Source: an optimization exercise on an open RTL-to-GDS flow (aim: small area and a short achievable clock period). Production flows keep margins and buffers that such runs may drop.

==> v10: inputs <==
## lc4_processor
module lc4_processor
   (input  wire        clk,
    input  wire        rst,
    input  wire        gwe,
    output wire [15:0] o_cur_pc,
    input  wire [15:0] i_cur_insn,
    output wire [15:0] o_dmem_addr,
    input  wire [15:0] i_cur_dmem_data,
    output wire        o_dmem_we,
    output wire [15:0] o_dmem_towrite,
    output wire [1:0]  test_stall,
    output wire [15:0] test_cur_pc,
    output wire [15:0] test_cur_insn,
    output wire        test_regfile_we,
    output wire [2:0]  test_regfile_wsel,
    output wire [15:0] test_regfile_data,
    output wire        test_nzp_we,
    output wire [2:0]  test_nzp_new_bits,
    output wire        test_dmem_we,
    output wire [15:0] test_dmem_addr,
    output wire [15:0] test_dmem_data);
clock: 40.0 ns
lec_check: 0
abc_area: 1
cap_margin: 20
core_margin: 2
core_utilization: 40
cts_buf_list: sky130_fd_sc_hd__clkbuf_8
slew_margin: 20
standard.sh (not shown) runs the stock make flow with config.mk's settings and CLKGATE_MAP_FILE= SYNTH_SCRIPT=/design/flow/synth_recipe.tcl, a recipe that flattens the netlist after the stock synthesis.
==> flow/flow/run.sh <==
#!/bin/bash
set -eo pipefail
cd "$(dirname "$0")/.."
export BUFFER_PORTS_ARGS="-buffer_cell sky130_fd_sc_hd__buf_1"
SETUP_SLACK_MARGIN=27.3 bash standard.sh cts > standard_cts.log 2>&1
bash standard.sh > standard.log 2>&1
==> inputs of v21, as changes to v10 <==
--- a/flow/design.v
+++ b/flow/design.v
@@ -1670,61 +1670,48 @@
    end
    wire [16:0] sum = {1'b0, add_a} + {1'b0, add_b} + {16'b0, add_c};
    assign o_addsum = sum[15:0];
    wire lt_u = ~sum[16];
    wire lt   = (cmp_sgn & (rs[15] ^ cmp_b[15])) ? rs[15] : lt_u;
    wire eq   = ~|sum[15:0];
    wire [15:0] cmp_o = lt ? 16'hFFFF : {15'b0, ~eq};
-   wire [15:0] mul_o, div_q, div_r;
-   lc4_divider dv (.i_dividend(rs), .i_divisor(rt), .i_mul(op1 & (sub == 3'b001)),
-                   .o_remainder(div_r), .o_quotient(div_q), .o_product(mul_o));
    wire is_sll = insn[5:4] == 2'b00;
    wire is_sra = insn[5:4] == 2'b01;
-   wire [15:0] rs_rev;
-   genvar gi;
-   for (gi = 0; gi < 16; gi = gi + 1) begin : rev_in
-      assign rs_rev[gi] = rs[15-gi];
-   end
-   wire [15:0] sh_in = is_sll ? rs_rev : rs;
-   wire        fill  = is_sra & rs[15];
-   wire [31:0] sh_ext = {{16{fill}}, sh_in};
-   wire [15:0] sh_out = sh_ext >> insn[3:0];
-   wire [15:0] sll_o;
-   for (gi = 0; gi < 16; gi = gi + 1) begin : rev_out
-      assign sll_o[gi] = sh_out[15-gi];
-   end
+   wire sra_neg = opA & is_sra & rs[15];
+   wire [15:0] mul_o, div_q, div_r;
+   lc4_divider dv (.i_dividend(rs ^ {16{sra_neg}}), .i_divisor(rt),
+                   .i_mul((op1 & (sub == 3'b001)) | (opA & is_sll)),
+                   .o_remainder(div_r), .o_quotient(div_q), .o_product(mul_o));
    wire s_add  = op0 | (op1 & ~(sub == 3'b001) & ~(sub == 3'b011)) | op6 | op7 | (opC & insn[11]);
-   wire s_mul  = op1 & (sub == 3'b001);
-   wire s_div  = op1 & (sub == 3'b011);
+   wire s_mul  = (op1 & (sub == 3'b001)) | (opA & is_sll);
+   wire s_div  = (op1 & (sub == 3'b011)) | (opA & (insn[5:4] == 2'b10)) | (opA & is_sra & ~rs[15]);
+   wire s_ndiv = sra_neg;
    wire s_and  = op5 & (sub == 3'b000);
    wire s_not  = op5 & (sub == 3'b001);
    wire s_or   = op5 & (sub == 3'b010);
    wire s_xor  = op5 & (sub == 3'b011);
    wire s_andi = op5 & insn[5];
-   wire s_sll  = opA & is_sll;
-   wire s_sr   = opA & (insn[5:4] == 2'b01 | insn[5:4] == 2'b10);
    wire s_mod  = opA & (insn[5:4] == 2'b11);
    wire s_const = op9;
    wire s_hic  = opD;
    wire s_rs   = op8 | (opC & ~insn[11]) | (op4 & ~insn[11]);
    wire s_trap = opF;
    wire s_jsr  = op4 & insn[11];
    wire [15:0] imm5 = {{11{insn[4]}}, insn[4:0]};
    assign o_result =
         ({16{s_add}}   & sum[15:0])
       | ({16{s_mul}}   & mul_o)
       | ({16{s_div}}   & div_q)
+      | ({16{s_ndiv}}  & ~div_q)
       | ({16{s_mod}}   & div_r)
       | ({16{s_and}}   & (rs & rt))
       | ({16{s_not}}   & ~rs)
       | ({16{s_or}}    & (rs | rt))
       | ({16{s_xor}}   & (rs ^ rt))
       | ({16{s_andi}}  & (rs & imm5))
-      | ({16{s_sll}}   & sll_o)
-      | ({16{s_sr}}    & sh_out)
       | ({16{is_cmp}}  & cmp_o)
       | ({16{s_const}} & {{7{insn[8]}}, insn[8:0]})
       | ({16{s_hic}}   & {insn[7:0], rs[7:0]})
       | ({16{s_rs}}    & rs)
       | ({16{s_trap}}  & {8'h80, insn[7:0]})
       | ({16{s_jsr}}   & {i_pc[15], insn[10:0], 4'b0});
 endmodule
@@ -1820,21 +1807,18 @@
    Nbit_reg_nr #(9)         d_rawl_reg  (.in(i_cur_insn[8:0]),  .out(d_raw[8:0]),  .clk(clk), .gwe(gwe));
    Nbit_reg #(1, 1'b1)      d_stall_reg (.in(branch_stall), .out(d_stall), .clk(clk), .we(1'b1), .gwe(gwe), .rst(rst));
    wire [2:0] d_r1sel, d_r2sel;
    lc4_decoder dec_d (.insn(d_raw), .r1sel(d_r1sel), .r2sel(d_r2sel), .wsel(),
                       .regfile_we(), .nzp_we(), .is_load(), .is_store());
    wire [15:0] x_pc, x_raw;
    wire        x_stall;
-   wire [2:0]  x_r1sel, x_r2sel;
    Nbit_reg #(16, 16'h8200) x_pc_reg    (.in(d_pc),                   .out(x_pc),    .clk(clk), .we(1'b1), .gwe(gwe), .rst(rst));
    Nbit_reg #(7, 7'h00)     x_rawh_reg  (.in(d_raw[15:9]), .out(x_raw[15:9]), .clk(clk), .we(1'b1), .gwe(gwe), .rst(rst));
    Nbit_reg_nr #(9)         x_rawl_reg  (.in(d_raw[8:0]),  .out(x_raw[8:0]),  .clk(clk), .gwe(gwe));
    Nbit_reg #(1, 1'b1)      x_stall_reg (.in(branch_stall | d_stall), .out(x_stall), .clk(clk), .we(1'b1), .gwe(gwe), .rst(rst));
-   Nbit_reg_nr #(3)         x_r1sel_reg (.in(d_r1sel), .out(x_r1sel), .clk(clk), .gwe(gwe));
-   Nbit_reg_nr #(3)         x_r2sel_reg (.in(d_r2sel), .out(x_r2sel), .clk(clk), .gwe(gwe));
    wire [15:0] x_ir = x_stall ? 16'h0000 : x_raw;
    wire [15:0] m_pc, m_raw, m_alu, m_rt;
    wire        m_stall;
    wire [15:0] w_pc, w_raw, w_alu, w_data;
    wire        w_stall;
    wire [2:0]  m_wsel, w_wsel;
    wire        m_rfwe, m_nzpwe, m_ld, m_st, w_rfwe, w_nzpwe, w_ld, w_st;
@@ -1842,31 +1826,38 @@
                       .regfile_we(m_rfwe), .nzp_we(m_nzpwe), .is_load(m_ld), .is_store(m_st));
    lc4_decoder dec_w (.insn(w_raw), .r1sel(), .r2sel(), .wsel(w_wsel),
                       .regfile_we(w_rfwe), .nzp_we(w_nzpwe), .is_load(w_ld), .is_store(w_st));
    wire m_we = ~m_stall & m_rfwe;
    wire w_we = ~w_stall & w_rfwe;
    wire [15:0] rf_rs, rf_rt;
    lc4_regfile #(16) regfile (.clk(clk), .gwe(gwe), .rst(rst),
-                              .i_rs(x_r1sel), .o_rs_data(rf_rs),
-                              .i_rt(x_r2sel), .o_rt_data(rf_rt),
+                              .i_rs(d_r1sel), .o_rs_data(rf_rs),
+                              .i_rt(d_r2sel), .o_rt_data(rf_rt),
                               .i_rd(w_wsel), .i_wdata(test_regfile_data), .i_rd_we(w_we));
+   wire [15:0] d_rs = (w_we & (d_r1sel == w_wsel)) ? test_regfile_data : rf_rs;
+   wire [15:0] d_rt = (w_we & (d_r2sel == w_wsel)) ? test_regfile_data : rf_rt;
+   wire [15:0] x_rs, x_rt;
+   Nbit_reg_nr #(16) x_rs_reg (.in(d_rs), .out(x_rs), .clk(clk), .gwe(gwe));
+   Nbit_reg_nr #(16) x_rt_reg (.in(d_rt), .out(x_rt), .clk(clk), .gwe(gwe));
    wire [2:0] x_wsel;
    wire       x_rfwe;
    lc4_decoder dec_x (.insn(x_raw), .r1sel(), .r2sel(), .wsel(x_wsel),
                       .regfile_we(x_rfwe), .nzp_we(), .is_load(), .is_store());
    wire x_we = ~x_stall & x_rfwe;
    wire mx_rs_n = x_we & (d_r1sel == x_wsel);
    wire mx_rt_n = x_we & (d_r2sel == x_wsel);
    wire wx_rs_n = m_we & (d_r1sel == m_wsel) & ~mx_rs_n;
    wire wx_rt_n = m_we & (d_r2sel == m_wsel) & ~mx_rt_n;
    wire mx_rs, mx_rt, wx_rs, wx_rt;
    Nbit_reg #(4, 4'b0000) byp_reg (.in({mx_rs_n, mx_rt_n, wx_rs_n, wx_rt_n}), .out({mx_rs, mx_rt, wx_rs, wx_rt}),
                                    .clk(clk), .we(1'b1), .gwe(gwe), .rst(rst));
-   wire [15:0] rs_byp = mx_rs ? m_alu : (wx_rs ? w_alu : rf_rs);
-   wire [15:0] rt_byp = mx_rt ? m_alu : (wx_rt ? w_alu : rf_rt);
+   wire [15:0] rs_byp = mx_rs ? m_alu : (wx_rs ? w_alu : x_rs);
+   wire x_shift = x_ir[15:12] == 4'b1010 & x_ir[5:4] != 2'b11;
+   wire [15:0] sh_onehot = 16'd1 << x_ir[3:0];
+   wire [15:0] rt_byp = x_shift ? sh_onehot : (mx_rt ? m_alu : (wx_rt ? w_alu : x_rt));
    wire [15:0] alu_out, alu_addsum;
    lc4_alu alu (.i_insn(x_ir), .i_pc(x_pc), .i_r1data(rs_byp), .i_r2data(rt_byp),
                 .o_result(alu_out), .o_addsum(alu_addsum));
    wire [2:0] m_nzp = m_alu[15] ? 3'b100 : (|m_alu ? 3'b001 : 3'b010);
    wire [2:0] nzp_q;
    wire m_nzp_we = ~m_stall & m_nzpwe;
    wire w_nzp_we = ~w_stall & w_nzpwe;
@@ -1884,15 +1875,15 @@
                     x_jsr ? {x_pc[15], x_ir[10:0], 4'b0} :
                     (should_branch | x_jmp) ? alu_addsum : pc_inc;
    Nbit_reg #(16, 16'h8200) m_pc_reg    (.in(x_pc),    .out(m_pc),    .clk(clk), .we(1'b1), .gwe(gwe), .rst(rst));
    Nbit_reg #(7, 7'h00)     m_rawh_reg  (.in(x_raw[15:9]), .out(m_raw[15:9]), .clk(clk), .we(1'b1), .gwe(gwe), .rst(rst));
    Nbit_reg_nr #(9)         m_rawl_reg  (.in(x_raw[8:0]),  .out(m_raw[8:0]),  .clk(clk), .gwe(gwe));
    Nbit_reg #(1, 1'b1)      m_stall_reg (.in(x_stall), .out(m_stall), .clk(clk), .we(1'b1), .gwe(gwe), .rst(rst));
    Nbit_reg #(16, 16'h0000) m_alu_reg   (.in(alu_out), .out(m_alu),   .clk(clk), .we(1'b1), .gwe(gwe), .rst(rst));
-   Nbit_reg_nr #(16)        m_rt_reg    (.in(rf_rt),   .out(m_rt),    .clk(clk), .gwe(gwe));
+   Nbit_reg_nr #(16)        m_rt_reg    (.in(x_rt),    .out(m_rt),    .clk(clk), .gwe(gwe));
    assign o_dmem_we      = ~m_stall & m_st;
    assign o_dmem_addr    = (m_ld | m_st) ? m_alu : 16'h0000;
    assign o_dmem_towrite = m_st ? m_rt : 16'h0000;
    wire [15:0] m_data    = m_ld ? i_cur_dmem_data : (m_st ? m_rt : 16'h0000);
    Nbit_reg #(16, 16'h8200) w_pc_reg    (.in(m_pc),    .out(w_pc),    .clk(clk), .we(1'b1), .gwe(gwe), .rst(rst));
    Nbit_reg #(7, 7'h00)     w_rawh_reg  (.in(m_raw[15:9]), .out(w_raw[15:9]), .clk(clk), .we(1'b1), .gwe(gwe), .rst(rst));
    Nbit_reg_nr #(9)         w_rawl_reg  (.in(m_raw[8:0]),  .out(w_raw[8:0]),  .clk(clk), .gwe(gwe));
==> flow/flow/run.sh (replaced) <==
#!/bin/bash
set -eo pipefail
cd "$(dirname "$0")/.."
export BUFFER_PORTS_ARGS="-buffer_cell sky130_fd_sc_hd__buf_1"
SETUP_SLACK_MARGIN=27 bash standard.sh cts > standard_cts.log 2>&1
bash standard.sh > standard.log 2>&1
- CORE_UTILIZATION: 40 -> 55
==> flow_metrics.py <==
metrics = {
    "logic_synthesis": {
        "synth.avg_cell_area_sq_um": 6.16,
    },
    "power_and_ir_drop": {
        "pg_clk_mw": 0.326,
    },
    "clocking": {
        "cts_made_buffers": 58,
    },
    "cells_and_area": {
        "bufAreaShareNonClock_pct": 7.73,
    },
    "worst_setup_path": {
        "worst-path-buf-inv": 18,
        "cp.depth": 97,
    },
    "status": {
        "outcome": "timing/DRC/antenna clean",
    },
}
(the above is from v10)
==> flow_metrics.py <==
metrics = {
    "worst_setup_path": {
        "worst-path-buf-inv": 10,
        "cp.depth": 99,
    },
    "status": {
        "outcome": "timing/DRC/antenna clean",
    },
    "cells_and_area": {
        "area_growth_syn_to_layout_pct": 10.3,
        "bufAreaShareNonClock_pct": 5.01,
    },
    "logic_synthesis": {
        "synth.avg_cell_area_sq_um": 6.35,
    },
    "power_and_ir_drop": {
        "pg_clk_mw": 0.351,
    },
    "clocking": {
        "cts_made_buffers": 57,
    },
}
(the above is from v21)
No functional check of the RTL was part of any run of this note.

[what the ideal ports hide]
How much do the figures lean on ideal ports? The routed layouts below were timed once more, with nothing changed but the port constraints.
Step 1, drivers: a clkbuf_16 drives clk and a buf_2 each remaining input, both assumed.
Step 2, shift: input delay + t, output delay - t, t = (earliest + latest rising clock arrival at the registers) / 2. This alone moves slack from input paths to output paths.
a / b / c = no drivers / after step 1 / after step 2; a / b = the first two.
run	shift t [ns]	setup slack, ns	worst setup path at the end	slew at the worst register clock pin (ns)	pins driven straight from the clock port
v10	0.718	26.670 / 26.670 / 26.670	register to register	0.07 / 0.07	1
v21	0.696	26.443 / 26.443 / 26.443	register to register	0.09 / 0.09	1
After both steps setup and hold are still met in every run listed.
